From an optimization exercise on the open Yosys and OpenROAD flow, aimed at small area and a short achievable clock period; shortcuts taken in it are not production practice. In this exercise RTL edits were held to simulation tests only and were not proved equivalent to the original. Power and IR drop assume default switching activity.

## flow/design.v (module list and top-level ports; edited modules follow where they fit)
// module mul: 2545 lines
module mul(
    input         mul_clk,
    input         resetn,
    input         mul_signed,
    input  [31:0] x,
    input  [31:0] y,
    input         de_to_ex_valid,
    input         ex_allowin,
    output [63:0] result
);
  // ...
==> flow/run.sh <==
#!/bin/bash
# synth_recipe.tcl (not shown) runs the flow's synth.tcl, then flattens the netlist and writes it again
# the make line also repeats each setting of config.mk as NAME=value (left out here)
make -C /OpenROAD-flow-scripts/flow DESIGN_CONFIG=/design/flow/config.mk WORK_HOME=/design/flow/orfs CLKGATE_MAP_FILE= SYNTH_SCRIPT=/design/flow/synth_recipe.tcl finish
==> flow/config.mk <==
export PLATFORM = sky130hd
export DESIGN_NAME = mul
export DESIGN_NICKNAME = mul
export VERILOG_FILES = /design/flow/design.v
export SDC_FILE = /design/flow/constraint.sdc
export NUM_CORES = 4
export LEC_CHECK = 0
export CAP_MARGIN = 20
export CORE_MARGIN = 2
export CORE_UTILIZATION = 40
export SLEW_MARGIN = 20
==> flow/constraint.sdc <==
create_clock -name core_clock -period 12.0 [get_ports {mul_clk}]
set_input_delay 2.4000 -clock core_clock [delete_from_list [all_inputs] [get_ports {mul_clk}]]
set_output_delay 2.4000 -clock core_clock [all_outputs]
set_load 0.01 [all_outputs]
==> results.toml, run 1 <==
[run_status]
status = "finished clean"

[synthesis]
ys_ff_latch = 146
synth.most_common_cell = "clkbuf_1"

[cells_and_area]
largest_class = "multi-input gates"
regArea_um2 = 4380

[die]
num_io_pins = 133
row_count = 113
start_util_pct = 40.4

[cts]
htree_levels = 4
cts_hold_buf = 0

[critical_path]
crit_path_end = "result[63]"
path_max_fanout = 11
critPathBufInv = 1
slowest_delay_ns = 0.69

[route]
drc = 0
wl_met2_um = 62300
met1Wirelength_um = 60900

[place]
placed_cell_area_um2 = 39200

[grt]
grtUsageMet3_pct = 7.63
grt_pass1_vias = 34302
grtUsageMet2_pct = 43.1
use_met1_pct = 42.1

[power_and_ir_drop]
intPower_mw = 4.84
power-top-group = "combinational logic"

[sta]
hold_viol_final = 0
period_share_pct = 67.6

[flow_run]
max_cap_viol_count = 0
==> run 2: changes to the inputs <==
--- a/flow/config.mk
+++ b/flow/config.mk
@@ -5,6 +5,7 @@
 export SDC_FILE = /design/flow/constraint.sdc
 export NUM_CORES = 4
 export LEC_CHECK = 0
+export ABC_AREA = 1
 export CAP_MARGIN = 20
 export CORE_MARGIN = 2
 export CORE_UTILIZATION = 40
==> run 2 against run 1 <==
Net effect:
- still clean
- clock power decreased by 11%
- sequential share of layout area is 2.6 points higher
- synthesized cell count down 34%
- flip-flop and latch count unchanged
- total power up 5.8%
- final cell count down 28%
- area after synthesis decreased by 22%
- cell area is 19% lower
- routed wire length shrank 35%
- non-clock buffer count down 39
- critical path type is now primary input to register
- critical endpoint is now r69
- largest cell class unchanged
==> results.toml, run 2 <==
[run_status]
status = "finished clean"

[die]
start_util_pct = 40.4
num_io_pins = 133
die_area_um2 = 77200
core_um2 = 74300
die_h_um = 278
fp.dieW_um = 278
row_count = 100

[place]
gp_congestion = 0.938
hpwl_um = 66700
port_buffers = 131

[critical_path]
path_max_fanout = 20
worst-endpoint-required_ns = 12.23
crit_top_cell = "fa_1"
slowest_stage = "clkinv_1"
worst_setup_path_end_kind = "register"
crit_type = "primary input to register"
slowest_delay_ns = 0.72
crit_chain = "clkdlybuf4s50_1 > buf_4 > clkinv_1 > buf_4 > nor2_2 > buf_4 > inv_1 > nor2_1 > fa_1 > inv_1 > fa_1 > fa_1 > fa_1 > inv_1 > fa_1"
arrival_ns = 8.00
cp-start-kind = "primary input"

[route]
ant_nets = 0
post_drt_via_cell_ratio = 5.66
drt_iter0_markers = 2519
wl_per_cell_um = 22.7
via_count = 24095
wl_um = 96500
drc = 0
drtPass1Iterations = 6

[cts]
cts_tree = "done"
clkTransAtPathRegs_ns = 0.07
cts_hold_buf = 0
root_buffer = "clkbuf_16"
clock_path_buffers = 2
cts_num_sinks = 146
htree_levels = 4
cts_setup_buffers = 0
cts_made_buffers = 17
cts_resized = 0

[synthesis]
synth.distinct_cells = 34
synth_common_cells = "638 x inv_1, 547 x xor2_1, 512 x o22ai_1"
yosysSeqAreaShare_pct = 14.6
netlist_area_um2 = 30000
async_flop_share_pct = 0
syn-instance-count = 3368
synth.most_common_cell = "inv_1"
synth_top_area_share_pct = 31.5
synth_edf_count = 146
avgSynthCellArea_um2 = 8.91
synth_nets = 4025
ys_ff_latch = 146
synth_largest_area_cell = "fa_1"
ys_top_cells_by_area = "fa_1 31%, xor2_1 16%, edfxtp_1 15%, o22ai_1 11%, inv_1 8.0%"
yosys_warnings = 1
synth-main-ff-cell = "edfxtp_1"

[grt]
grt_max_degree = 81
grt_antenna_before_repair = 0
grt_use_total_pct = 25.4
grt-ovfl-total = 0
grt_pass1_vias = 24850
grt_first_pass_wirelength_um = 149000

[power_and_ir_drop]
p_leak_nw = 14.8
max-vdd-ir-drop_mv = 0.192
power_density_nw_per_um2 = 309

[cells_and_area]
drive_above_1_share_pct = 5.05
fin_util_pct = 43.5
fillers = 7335
antenna_cells = 0
layout.nets = 3930
layout_common_cells = "635 x inv_1, 547 x xor2_1, 512 x o22ai_1, 472 x fa_1, 274 x nand2_1"
final_common_cell = "inv_1"
syn2layout_area_growth_pct = 7.63

[sta]
fin_setup_tns_ns = 0
fin_crit_ns = 7.77
maxSlewViolCount = 0
fmax_mhz = 129
setup_viol = 0
period_share_pct = 64.7
tightest_slew_ns = 1.10
hold_viol_final = 0
relSlewSlack_pct = 26.7
rsz0062_at_grt = "false"

[flow_run]
max_cap_viol_count = 0

[worst_hold_path]
hp-class = "primary input to register"
[run 2: changes by cell type in the layout (fill, tap and decap cells not counted), moves of 223 or more]
cell / change
xor2_1: +488
a21oi_1: -432
o21ai_0: -346
nor2_1: -337
o22ai_1: +314
nand2_1: -231
a22oi_1: -223
[run 2: cells by family after synthesis]
kind of cell               share of synthesized area, %
AOI/OAI and AO/OA                                  12.9
xor gates and xnor gates                           16.2
adders and majority gates                          36.3
buffers and inverters                              13.5
DFF                                                14.6
and+or+nand+nor                                    6.49
[run 2: final cells by class]
cell class              count  area (um2)  area share [%]
multi-input cells        2242       21700            67.2
flip-flops and latches    146        4380            13.6
inverters                 649        2440            7.56
repair buffers            217        1960            6.07
well taps                 969        1210            3.75
clock buffers              19         433            1.34
clock inverters            13         160           0.496
[run 2: worst paths after layout]
| kind | cells past startpoint | from | endpoint |
|---|---|---|---|
| setup / recovery | 15 | y[31] | r69 |
| hold / removal | 3 | y[1] | r140 |
[run 2: metrics by stage]
step / total power [mW] / setup WS [ns] / hold WS (ns) / area (um2) / instances
floorplan: 7.13 / 5.65 / 2.73 / 30000 / 3368
global placement: 9.36 / 3.88 / 3.11 / 31700 / 4222
detailed placement: 9.52 / 3.81 / 3.11 / 31700 / 4222
CTS: 10.1 / 4.35 / 2.58 / 32300 / 4254
global route: 11.2 / 4.12 / 2.63 / 32300 / 4255
finish: 9.97 / 4.23 / 2.61 / 32300 / 4255
[run 2: report_power, final]
group / internal, mW / total, mW / switching, mW
clock network: 0.325 / 0.555 / 0.230
registers: 1.32 / 1.44 / 0.118
logic: 3.37 / 7.98 / 4.60
total: 5.02 / 9.97 / 4.95
[run 2: worst max-delay path, delay by kind of cell]
family        cells  cell delay [ns]
buf+inv           8             2.88
fa+ha+maj         5             2.29
simple gates      2             0.40
[run 2: per-layer routing]
layer	GRT usage, %	vias to the layer above	routed length, um
met3	5.84	314	10200
met1	33.9	11859	38900
met2	39.2	1388	42800
met5	0	-	0
li1	-	10534	-
met4	11.9	0	4610
==> run 3: changes to the inputs <==
==> flow/flow/run.sh (new file) <==
#!/bin/bash
# The standard ORFS layout, with extra make settings:
#  - SYNTH_ARGS=-noabc: no abc -fast before full-adder extraction, so the
#    carry-save tree maps onto full-adder cells without polarity inverters
#  - ABC_AREA=1: area-oriented technology mapping
#  - SETUP_SLACK_MARGIN: repair timing towards a shorter period than the clock
#  - port buffers of a fixed, stronger type
set -euo pipefail
MARGIN=${MARGIN:-6}
bash standard.sh finish \
  SYNTH_ARGS=-noabc \
  ABC_AREA=1 \
  SETUP_SLACK_MARGIN=$MARGIN \
  "BUFFER_PORTS_ARGS=-buffer_cell sky130_fd_sc_hd__buf_4" > make_finish.log 2>&1
==> flow/standard.sh (new file) <==
#!/bin/bash
# synth_recipe.tcl (not shown) runs the flow's synth.tcl, then flattens the netlist and writes it again
# the make line also repeats each setting of config.mk as NAME=value (left out here)
make -C /OpenROAD-flow-scripts/flow DESIGN_CONFIG=/design/flow/config.mk WORK_HOME=/design/flow/orfs CLKGATE_MAP_FILE= SYNTH_SCRIPT=/design/flow/synth_recipe.tcl "${@:-finish}"
--- a/flow/config.mk
+++ b/flow/config.mk
@@ -5,7 +5,6 @@
 export SDC_FILE = /design/flow/constraint.sdc
 export NUM_CORES = 4
 export LEC_CHECK = 0
-export ABC_AREA = 1
 export CAP_MARGIN = 20
 export CORE_MARGIN = 2
 export CORE_UTILIZATION = 40
removed: flow/run.sh
==> run 3 against run 2 <==
Net effect:
- via count down 0.23%
- critical path type unchanged
- non-clock buffer count up 37
- synthesized cell count down 12%
- worst setup slack better by 1.8 ns
- still clean
- routed wire length up 4.0%
- final cell count down 9.0%
- global-route usage up 1.6 points
- first-iteration DRC count up 12%
- worst hold slack worse by 0.17 ns
- largest power group unchanged
- sequential share of layout area up 0.24 points
==> results.toml, run 3 <==
[critical_path]
crit_type = "primary input to register"
cp-start-kind = "primary input"
worst-endpoint-required_ns = 12.20
worst_setup_path_end_kind = "register"
arrival_ns = 6.21
path_max_fanout = 16

[sta]
holdWs_ns = 2.43
period_share_pct = 50.1
fin_setup_tns_ns = 0
fin_crit_ns = 6.01
relSlewSlack_pct = 40.8
setup_viol = 0
fmax_mhz = 166
rsz0062_at_grt = "true"
maxSlewViolCount = 0
setup_slack_ns = 5.99
hold_viol_final = 0
tightest_slew_ns = 0.885

[die]
die_h_um = 271
die_area_um2 = 73400
core_um2 = 70300
start_util_pct = 40.6
fp.dieW_um = 271
num_io_pins = 133
row_count = 97

[cells_and_area]
syn2layout_area_growth_pct = 11.4
layout.nets = 3578
postLayoutCellArea_um2 = 31700
final_common_cell = "xor2_1"
layout_common_cells = "544 x xor2_1, 510 x o22ai_1, 470 x fa_1, 264 x nand2_1, 219 x inv_1"
drive_above_1_share_pct = 13.0

[synthesis]
synth.most_common_cell = "xor2_1"
synth_largest_area_cell = "fa_1"
synth.distinct_cells = 34
yosys_warnings = 1
synth_nets = 3628
ys_ff_latch = 146
synth-main-ff-cell = "edfxtp_1"
synth_edf_count = 146
netlist_area_um2 = 28500
syn-instance-count = 2970
yosysSeqAreaShare_pct = 15.4
avgSynthCellArea_um2 = 9.60
async_flop_share_pct = 0
ys_top_cells_by_area = "fa_1 33%, xor2_1 17%, edfxtp_1 15%, o22ai_1 11%, ha_1 5.1%"
synth_common_cells = "544 x xor2_1, 511 x o22ai_1, 472 x fa_1"
synth_top_area_share_pct = 33.2

[power_and_ir_drop]
max-vdd-ir-drop_mv = 0.169
clockPowerShare_pct = 5.3
p_sw_mw = 4.96
finalPower_mw = 10.1
swShare_pct = 49.3
p_leak_nw = 13.3
pwr-share-seq_pct = 14.3
intPower_mw = 5.11
power_density_nw_per_um2 = 318
comb_power_share_pct = 80.4

[run_status]
status = "finished clean"

[grt]
grt_max_degree = 82
grt_pass1_vias = 25190
grt_use_total_pct = 27.0
grt-ovfl-total = 0
grt_antenna_before_repair = 2
grt_first_pass_wirelength_um = 151000

[route]
post_drt_via_cell_ratio = 6.21
drt_iter0_markers = 2810
drtPass1Iterations = 7
drc = 0
ant_nets = 0
wl_um = 100000
wl_per_cell_um = 25.9
via_count = 24039

[cts]
htree_levels = 4
clkTransAtPathRegs_ns = 0.08
cts_made_buffers = 17
clock_path_buffers = 2
cts_tree = "done"
root_buffer = "clkbuf_16"
cts_hold_buf = 0
cts_num_sinks = 146

[flow_run]
max_cap_viol_count = 0

[place]
port_buffers = 131
placed_cell_area_um2 = 29700
gp_congestion = 0.912
dp_slack_ns = 4.38
hpwl_um = 63900

[worst_hold_path]
hp-class = "primary input to register"
[run 3: cell types whose count changed after synthesis, moves of 5 or more]
cell      delta
a21oi_1      -8
buf_1        -5
buf_2       -17
clkbuf_1    +22
inv_1      -406
inv_2        -5
nor3_1       +6
o21ai_0     +12
[run 3: final cells by class]
cell class                 instances  area, um2
antenna                            1       2.50
clock buffer                      18        429
clock inverter                    13        135
fill                            6514      38500
inverter                         242        967
multi-input combinational       2259      22100
sequential                       146       4380
tap                              940       1180
timing repair buffer             254       2560
[run 3: power by group through the flow]
stage                     clock network (mW)  logic [mW]  registers [mW]
after floorplan                            0        5.50            1.42
after global placement                     0        7.50            1.45
after detailed placement                   0        7.69            1.45
after CTS                              0.555        8.06            1.44
after global routing                   0.570        9.10            1.47
final                                  0.534        8.11            1.44
[run 3: path summary, 6_finish.rpt]
path / from / endpoint / slack, ns / depth (start not counted)
max: y[25] / r41 / 5.99 / 10
min: y[1] / r140 / 2.43 / 2
[run 3: critical path, cell delays in order]
cell,delay (ns)
buf_4,0.25
clkinvlp_4,0.21
buf_4,0.22
o21ai_4,0.65
o22ai_1,0.18
xor2_1,0.21
fa_1,0.60
fa_1,0.44
fa_1,0.50
fa_1,0.52
[run 3: kinds of logic after synthesis]
family / Yosys count / share of synthesized area (%)
compound gates: 629 / 13.5
fa+ha+maj: 589 / 38.3
buf+inv: 572 / 8.74
xor+xnor: 550 / 16.9
simple gates: 484 / 7.16
flops: 146 / 15.4
[run 3: what timing repair did]
| action | in CTS | in global routing |
|---|---|---|
| resized for setup | 96 | 78 |
| gates cloned | 6 | 4 |
| pin swaps | 14 | 7 |
| buffers inserted | 41 | 14 |
| endpoints found under the setup margin | 155 | 87 |
[run 3: per-stage QoR]
| step | cells | utilization, % |
|---|---|---|
| 6_report | 3873 | 45.2 |
| 3_3_place_gp | 3776 | 42.3 |
| 5_1_grt | 3872 | 45.2 |
| 3_5_place_dp | 3776 | 42.3 |
| 2_1_floorplan | 2970 | - |
| 4_1_cts | 3854 | 44.4 |
[run 3: per-layer routing]
| layer | GRT usage (%) | wire length (um) | up-vias |
|---|---|---|---|
| met2 | 40.6 | 43700 | 1799 |
| li1 | - | - | 9885 |
| met3 | 10.4 | 13800 | 405 |
| met4 | 13.7 | 5520 | 4 |
| met5 | 0 | 44 | - |
| met1 | 33.7 | 37300 | 11946 |

-- re-timing with driven ports --
Ports are ideal in the flow. The routed layouts listed here were re-timed in OpenROAD. Step 1 (the two cells are an assumption about what drives the block):
set clk [get_ports {mul_clk}]
set_driving_cell -lib_cell sky130_fd_sc_hd__clkbuf_16 $clk
set_driving_cell -lib_cell sky130_fd_sc_hd__buf_2 [delete_from_list [all_inputs] $clk]
Step 2 moves the port delays by t, midway between the first and last clock arrival at a register: inputs arrive t later, outputs are due t later. That takes back most of the time a late clock gives input paths. Slacks: ideal ports / drivers / drivers and shift; pairs: ideal ports / drivers.
run	shift t [ns]	slack for setup (ns)	worst setup path at the end
run 1	0.568	3.892 / 3.825 / 3.723	input to register
run 2	0.557	4.234 / 4.275 / 3.718	input to register
run 3	0.542	5.993 / 5.918 / 5.376	input to register
After both steps every run listed still meets setup and hold. For run 3, which loses most, drivers alone change the setup slack by -0.075 ns; drivers and shift together by -0.617 ns.
